Background: an optimization exercise with open tools, aiming at small area. Do not read the settings as production practice.
Only simulation tests tie the RTL to the original design; equivalence was not proved.

### config.mk
export PLATFORM = sky130hd
export DESIGN_NAME = cordic
export DESIGN_NICKNAME = cordic
export VERILOG_FILES = /design/flow/design.v
export SDC_FILE = /design/flow/constraint.sdc
export NUM_CORES = 4
export LEC_CHECK = 0
export CAP_MARGIN = 20
export CORE_MARGIN = 2
export CORE_UTILIZATION = 40
export SLEW_MARGIN = 20
### constraint.sdc
create_clock -name core_clock -period 10.0 [get_ports {clk}]
set_input_delay 2.0000 -clock core_clock [delete_from_list [all_inputs] [get_ports {clk}]]
set_output_delay 2.0000 -clock core_clock [all_outputs]
set_load 0.01 [all_outputs]
### design.v
`timescale 1ns / 1ps
module cordic(input clk ,
              input signed [7:0] x_in ,
              input signed [7:0] y_in ,
              output signed [31:0] r ,
              output signed [31:0] phi , 
              output signed [31:0] dummy1,
              output signed [31:0] dummy2,
              output signed [31:0] dummy3);
    wire signed [31:0] xc [15:0];
    wire signed [31:0] yc [15:0];
    wire signed [31:0] zc [15:0];
    wire signed [31:0] x_sh ,y_sh;
    wire signed [31:0] x_s,z_s;
    reg signed [7:0] x,y;
    wire signed [31:0] x_rot,y_rot,z_rot;          
    wire signed [31:0] atan0, atan1, atan2, atan3, atan4, atan5, atan6, atan7;
    wire signed [31:0] atan8, atan9, atan10, atan11, atan12, atan13, atan14, atan15;
      assign atan0 = 32'd450000;
	  assign atan1 = 32'd265650;
	  assign atan2 = 32'd140362;
	  assign atan3 = 32'd71250;
	  assign atan4 = 32'd35763;
	  assign atan5 = 32'd17899;
	  assign atan6 = 32'd8951;
	  assign atan7 = 32'd4476;
	  assign atan8 = 32'd2238;
	  assign atan9 = 32'd1119;
	  assign atan10 = 32'd559;
	  assign atan11 = 32'd279;
	  assign atan12 = 32'd140;
	  assign atan13 = 32'd70;
	  assign atan14 = 32'd35;
	  assign atan15 = 32'd17;
	always @(posedge clk)
	   begin
	       x <= x_in;
	       y <= y_in;
	   end
    reg signed [7:0] x_d [16:0];
    reg signed [7:0] y_d [16:0];
    integer k;
    always @(posedge clk)
	   begin
	       x_d[0] <= x;
	       y_d[0] <= y;
	       for (k = 1; k < 17; k = k + 1)
	           begin
	               x_d[k] <= x_d[k-1];
	               y_d[k] <= y_d[k-1];
	           end
	   end
	cordic_rotate rotation(.clk(clk), .x(x), .y(y), .x_rot(x_rot), .y_rot(y_rot), .z_rot(z_rot));   
	cordic_update  cordic0(.clk(clk), .i(5'd0), .x(x_rot), .y(y_rot), .z(z_rot), .atan(atan0), .x_next(xc[0]), .y_next(yc[0]), .z_next(zc[0]));
	cordic_update  cordic1(.clk(clk), .i(5'd1), .x(xc[0]), .y(yc[0]), .z(zc[0]), .atan(atan1), .x_next(xc[1]), .y_next(yc[1]), .z_next(zc[1]));
	cordic_update  cordic2(.clk(clk), .i(5'd2), .x(xc[1]), .y(yc[1]), .z(zc[1]), .atan(atan2), .x_next(xc[2]), .y_next(yc[2]), .z_next(zc[2]));
	cordic_update  cordic3(.clk(clk), .i(5'd3), .x(xc[2]), .y(yc[2]), .z(zc[2]), .atan(atan3), .x_next(xc[3]), .y_next(yc[3]), .z_next(zc[3]));
	cordic_update  cordic4(.clk(clk), .i(5'd4), .x(xc[3]), .y(yc[3]), .z(zc[3]), .atan(atan4), .x_next(xc[4]), .y_next(yc[4]), .z_next(zc[4]));
	cordic_update  cordic5(.clk(clk), .i(5'd5), .x(xc[4]), .y(yc[4]), .z(zc[4]), .atan(atan5), .x_next(xc[5]), .y_next(yc[5]), .z_next(zc[5]));
	cordic_update  cordic6(.clk(clk), .i(5'd6), .x(xc[5]), .y(yc[5]), .z(zc[5]), .atan(atan6), .x_next(xc[6]), .y_next(yc[6]), .z_next(zc[6]));
	cordic_update  cordic7(.clk(clk), .i(5'd7), .x(xc[6]), .y(yc[6]), .z(zc[6]), .atan(atan7), .x_next(xc[7]), .y_next(yc[7]), .z_next(zc[7]));
	cordic_update  cordic8(.clk(clk), .i(5'd8), .x(xc[7]), .y(yc[7]), .z(zc[7]), .atan(atan8), .x_next(xc[8]), .y_next(yc[8]), .z_next(zc[8]));
	cordic_update  cordic9(.clk(clk), .i(5'd9), .x(xc[8]), .y(yc[8]), .z(zc[8]), .atan(atan9), .x_next(xc[9]), .y_next(yc[9]), .z_next(zc[9]));
	cordic_update  cordic10(.clk(clk), .i(5'd10), .x(xc[9]), .y(yc[9]), .z(zc[9]), .atan(atan10), .x_next(xc[10]), .y_next(yc[10]), .z_next(zc[10]));
	cordic_update  cordic11(.clk(clk), .i(5'd11), .x(xc[10]), .y(yc[10]), .z(zc[10]), .atan(atan11), .x_next(xc[11]), .y_next(yc[11]), .z_next(zc[11]));
	cordic_update  cordic12(.clk(clk), .i(5'd12), .x(xc[11]), .y(yc[11]), .z(zc[11]), .atan(atan12), .x_next(xc[12]), .y_next(yc[12]), .z_next(zc[12]));
	cordic_update  cordic13(.clk(clk), .i(5'd13), .x(xc[12]), .y(yc[12]), .z(zc[12]), .atan(atan13), .x_next(xc[13]), .y_next(yc[13]), .z_next(zc[13]));
	cordic_update  cordic14(.clk(clk), .i(5'd14), .x(xc[13]), .y(yc[13]), .z(zc[13]), .atan(atan14), .x_next(xc[14]), .y_next(yc[14]), .z_next(zc[14]));
    cordic_update  cordic15(.clk(clk), .i(5'd15), .x(xc[14]), .y(yc[14]), .z(zc[14]), .atan(atan15), .x_next(xc[15]), .y_next(yc[15]), .z_next(zc[15]));
    multiplier m1(.clk(clk), .x(xc[15]), .x_s(x_s));
    angle_adder a1(.clk(clk), .x(x_d[16]), .y(y_d[16]), .z(zc[15]), .z_s(z_s));
    assign dummy1 = xc[15];
    assign dummy2 = yc[15];
    assign dummy3 = zc[15];
    assign r = x_s;
	assign phi = z_s;
endmodule
module cordic_rotate(input clk ,
                     input signed [7:0] x,
                     input signed [7:0] y,
                     output reg signed [31:0] x_rot,
                     output reg signed [31:0] y_rot,
                     output reg signed [31:0] z_rot);
    always @(posedge clk)
        begin
            if( x < 0 && y >= 0 )
                begin
                    x_rot <= y*10000;
                    y_rot <= -x*10000;
                    z_rot <= -900000;
                end
            else if( x < 0 && y < 0 )
                begin
                    x_rot <= -y*10000;
                    y_rot <= x*10000;
                    z_rot <= 900000;                    
                end
            else
                begin
                    x_rot <= x*10000;
                    y_rot <= y*10000;
                    z_rot <= 0;                                        
                end
        end
endmodule
module cordic_update(input clk ,
                     input signed [4:0] i,
                     input signed [31:0] x,
                     input signed [31:0] y,
                     input signed [31:0] z,
                     input signed [31:0] atan,
                     output reg signed [31:0] x_next,
                     output reg signed [31:0] y_next,
                     output reg signed [31:0] z_next);
    always @(posedge clk)
        begin
            x_next <= x +{ y > 0 ? (y >>> i) : -(y >>> i)};
            y_next <= y +{ y > 0 ? -(x >>> i) : (x >>> i)};
            z_next <= z +{ y > 0 ? atan : -atan};
        end
endmodule
module multiplier(input clk,
                  input signed [31:0] x, 
                  output reg signed [31:0] x_s);
    always @(*) 
        begin
            x_s = {x[31],x[31:1]} + {{3{x[31]}},x[31:3]} - {{6{x[31]}},x[31:6]} - {{9{x[31]}},x[31:9]};
        end
endmodule
module angle_adder(input clk ,
             input signed [7:0] x,
             input signed [7:0] y,
             input signed [31:0] z,
             output reg signed [31:0] z_s);
    always @(*)
        begin
            if( x < 0 && y >= 0 )
                begin
                    z_s = z+1800000;
                end
            else if( x < 0 && y < 0 )
                begin
                    z_s = z-1800000;                    
                end
            else
                begin
                    z_s = z;                                        
                end
        end
endmodule
### run.sh
#!/bin/bash
# synth_recipe.tcl (not shown) runs the flow's synth.tcl, then flattens the netlist and writes it again
# the make line also repeats each setting of config.mk as NAME=value (left out here)
make -C /OpenROAD-flow-scripts/flow DESIGN_CONFIG=/design/flow/config.mk WORK_HOME=/design/flow/orfs CLKGATE_MAP_FILE= SYNTH_SCRIPT=/design/flow/synth_recipe.tcl finish
==> run summary <==
status=complete, no violations; ys async rst share=0; peak fanout along the critical path=4; Setup Fix Bufs, Post-CTS=0; CORE AREA=about 0.32 mm2; initial antenna violation count=14; hold_sp=y_d[7][7]; PnR worst setup slack=1782 ps; # IOs=roughly 180; register bit total from synthesis=1,600; share of layout cells above drive strength 1=0.03616; DRC=0; number of gates resized after cts=0; depth of the most critical reg-to-reg path=26; Reg2Reg Setup Slack=about 2500 ps; Endpoint, Worst Hold=y_d[8][7]; TritonCTS Buffers=approximately 200; Mapped Avg Cell Area=between 8 and 9 um2; drt wl/cell=approximately 17 um; max incr delay on CP=about 860 ps; Clock Path Buffers=4; cell taking the most area after synthesis=dfxtp_1; Setup CP Type=reg -> out; RR Startpoint=y[0]; DRT Pass-1 Iters=6; worst hold path type=reg -> reg; post-route clock period utilization=0.8218; Register Area=0.03203 mm2; CTS H-tree depth=4; vias in the first global route=approximately 100k; Clock Pin Slew Worst Setup and Hold Paths=roughly 60 ps; GR Util All Layers=0.2025; cts hold-fix bufs=0; Primary FF master, synth=dfxtp_1; Yosys warnings=9; Routed Antenna Nets=0; Die H=approximately 570 um; IO buf count=about 170; Max-Cap Viols=0; grt ovf=0; pins over their slew limit=0; post-place instance area=between 0.1 and 0.15 mm2; Post-synth EDFFs=0; post-route setup TNS=0 ps; DRT iter0 DRCs=roughly 6.4k; Core Util, Final=0.4456; RSZ-0062 raised after global routing=false; final wirelength=about 340 mm; area delta synth->final=10.58%; clock sinks=between 1.5k and 2k; crit path cell chain=inv_1 -> fa_1 -> inv_1 -> fa_1 -> inv_1 -> ha_1 -> a21o_1 -> a21oi_1 -> o21bai_1 -> a2111oi_1 -> nor4_1 -> o41ai_1 -> o21ai_0 -> a41o_1 -> nor2_1 -> o21ai_0 -> a21oi_1 -> clkdlybuf4s50_1; FILL cells=~31k; Yosys cell types=99; Via density=5.382; Synth top area share=0.2520; Hold Crit Depth=0; CTS root buffer=clkbuf_16; minimum clock period=roughly 8000 ps; Final GP Congestion=slightly above 0.9; critical path startpoint category=flop; pin count of the biggest net entering global routing=64; Worst setup EP type=primary output; crit-path most repeated cell=inv_1; Final Hold Vio Count=0; Multi-input gate area=between 0.09 and 0.1 mm2; CTS tree=yes; die area=around 0.32 mm2; fin area=~0.14 mm2; Initial Util=0.4030; first-pass GRT wire length=roughly 540 mm; Clock Latency Late Sink=900 ps; Syn Inst Count=~15k; Fmax=121.7 MHz; pre-CTS setup slack=2419 ps; synth top area cells=dfxtp_1, ha_1, xnor2_1; clk_skew=88.83 ps; Final HPWL DP=between 200 and 300 mm; RR Endpoint=rotation.x_rot[30]; Seq/Total Area, Yosys=0.2520; critical path's slowest cell=a2111oi_1; pin slew with the least headroom to its limit=1126 ps; CP arrival=between 6000 and 7000 ps; relative slew slack=0.2425; Die Wd=roughly 570 um; Final Setup Violations=0; data required time of the critical path=~8000 ps; final layout net count=17.05k; Std-Cell Rows=between 200 and 250; Post-Syn Area=around 0.13 mm2; via count=104.0k
## critical path, delay by kind of cell, from the launching register on
| kind | cells | cell delay [ps] |
|---|---|---|
| AOI/OAI and AO/OA | 9 | 2690 |
| adders and majority gates | 3 | 1160 |
| buffers and inverters | 4 | 780 |
| DFF | 1 | 440 |
| and+or+nand+nor | 2 | 290 |
## metal layers
layer  up-vias  track usage  share of wire
li1      53250            -              -
met1     48401       0.2679           0.47
met2      1894       0.3490           0.47
met3       432      0.01965          0.041
met4         2      0.05514          0.026
met5         -            0        0.00013
## cell usage in the layout (no fill, tap or decap), types with 196 or more instances in the layout
cell type / count
nor2b_1: 197
clkbuf_16: 199
ha_1: 1794
nand2_1: 873
a21oi_1: 1394
a21o_1: 642
o31ai_1: 196
nor3_1: 330
nor2_1: 1021
xor2_1: 648
o21ai_0: 825
fa_1: 239
o21bai_1: 230
dfxtp_1: 1598
o21a_1: 216
nand2b_1: 221
nand3_1: 259
inv_1: 789
xnor2_1: 1486
## stage by stage
step	hold WS (ps)	cells
final	316.5	19318
after global routing	325.6	19314
after CTS	317.7	19313
after detailed placement	312.1	18959
after global placement	310.6	18959
after floorplan	309.6	14770
## area by class of cell
cell class | instances | share of cell area
diodes | 5 | 0.00008900
clock buffers | 252 | 0.03833
clock inverters | 102 | 0.009986
inverters | 802 | 0.02141
multi-input cells | 12186 | 0.6509
flip-flops and latches | 1600 | 0.2279
well taps | 4160 | 0.03702
repair buffers | 211 | 0.01436
## how the worst max path moves through the flow
stage | startpoint | end | slack [ps] | cells past startpoint
5_1_grt | cordic15.x_next[9] | r[29] | 1390 | 18
2_1_floorplan | y[7] | rotation.x_rot[30] | 3130 | 26
3_3_place_gp | y[0] | rotation.x_rot[30] | 2400 | 26
6_report | cordic15.x_next[9] | r[31] | 1780 | 18
3_5_place_dp | y[0] | rotation.x_rot[30] | 2420 | 26
4_1_cts | cordic15.x_next[9] | r[31] | 1610 | 18
## cells in the mapped netlist, types with 109 or more instances
cell,instances
xor2_1,648
ha_1,1794
nand2_1,873
or3_1,109
inv_1,789
o21bai_1,230
clkbuf_1,128
dfxtp_1,1600
xnor2_1,1486
nor3_1,330
o21a_1,216
nand2b_1,224
o31ai_1,196
fa_1,239
and3_1,115
a21o_1,642
nand3_1,259
a21oi_1,1394
o21ai_0,825
nor2b_1,197
nor2_1,1021
## cells by family (layout without fill, tap and decap cells)
family / count (synthesis) / after routing / synth area share
other: 1 / 63 / 0.00002950
AND/OR/NAND/NOR: 3635 / 3635 / 0.1394
buffers and inverters: 984 / 1367 / 0.02998
adder cells (fa/ha/maj): 2033 / 2033 / 0.2142
AO/OA/AOI/OAI: 4286 / 4286 / 0.2141
XOR/XNOR: 2134 / 2134 / 0.1470
flip-flops: 1600 / 1600 / 0.2520
multiplexers: 40 / 40 / 0.003376

port drivers added, routing unchanged:
How much do the figures lean on ideal ports? The routed layout below was timed once more, with nothing changed but the port constraints. Step 1 assumes that a clkbuf_16 drives the clock port and a buf_2 every other input. Step 2 moves the port delays by t, midway between the first and last clock arrival at a register: inputs arrive t later, outputs are due t later. That takes back most of the time a late clock gives input paths. a / b / c = ideal ports / drivers / drivers and shift; a / b = the first two.
shift t [ns]: 0.966
setup WS [ns]: 1.782 / 1.685 / 2.477
worst hold slack (ns): 0.317 / 0.317 / 0.317
worst slew at a driven data input, ns: 0.05
cell pins on the clock port's net: 1
After both steps this run still meets setup and hold. The setup slack of this run moves by -0.097 ns with the drivers and by +0.695 ns with both steps.
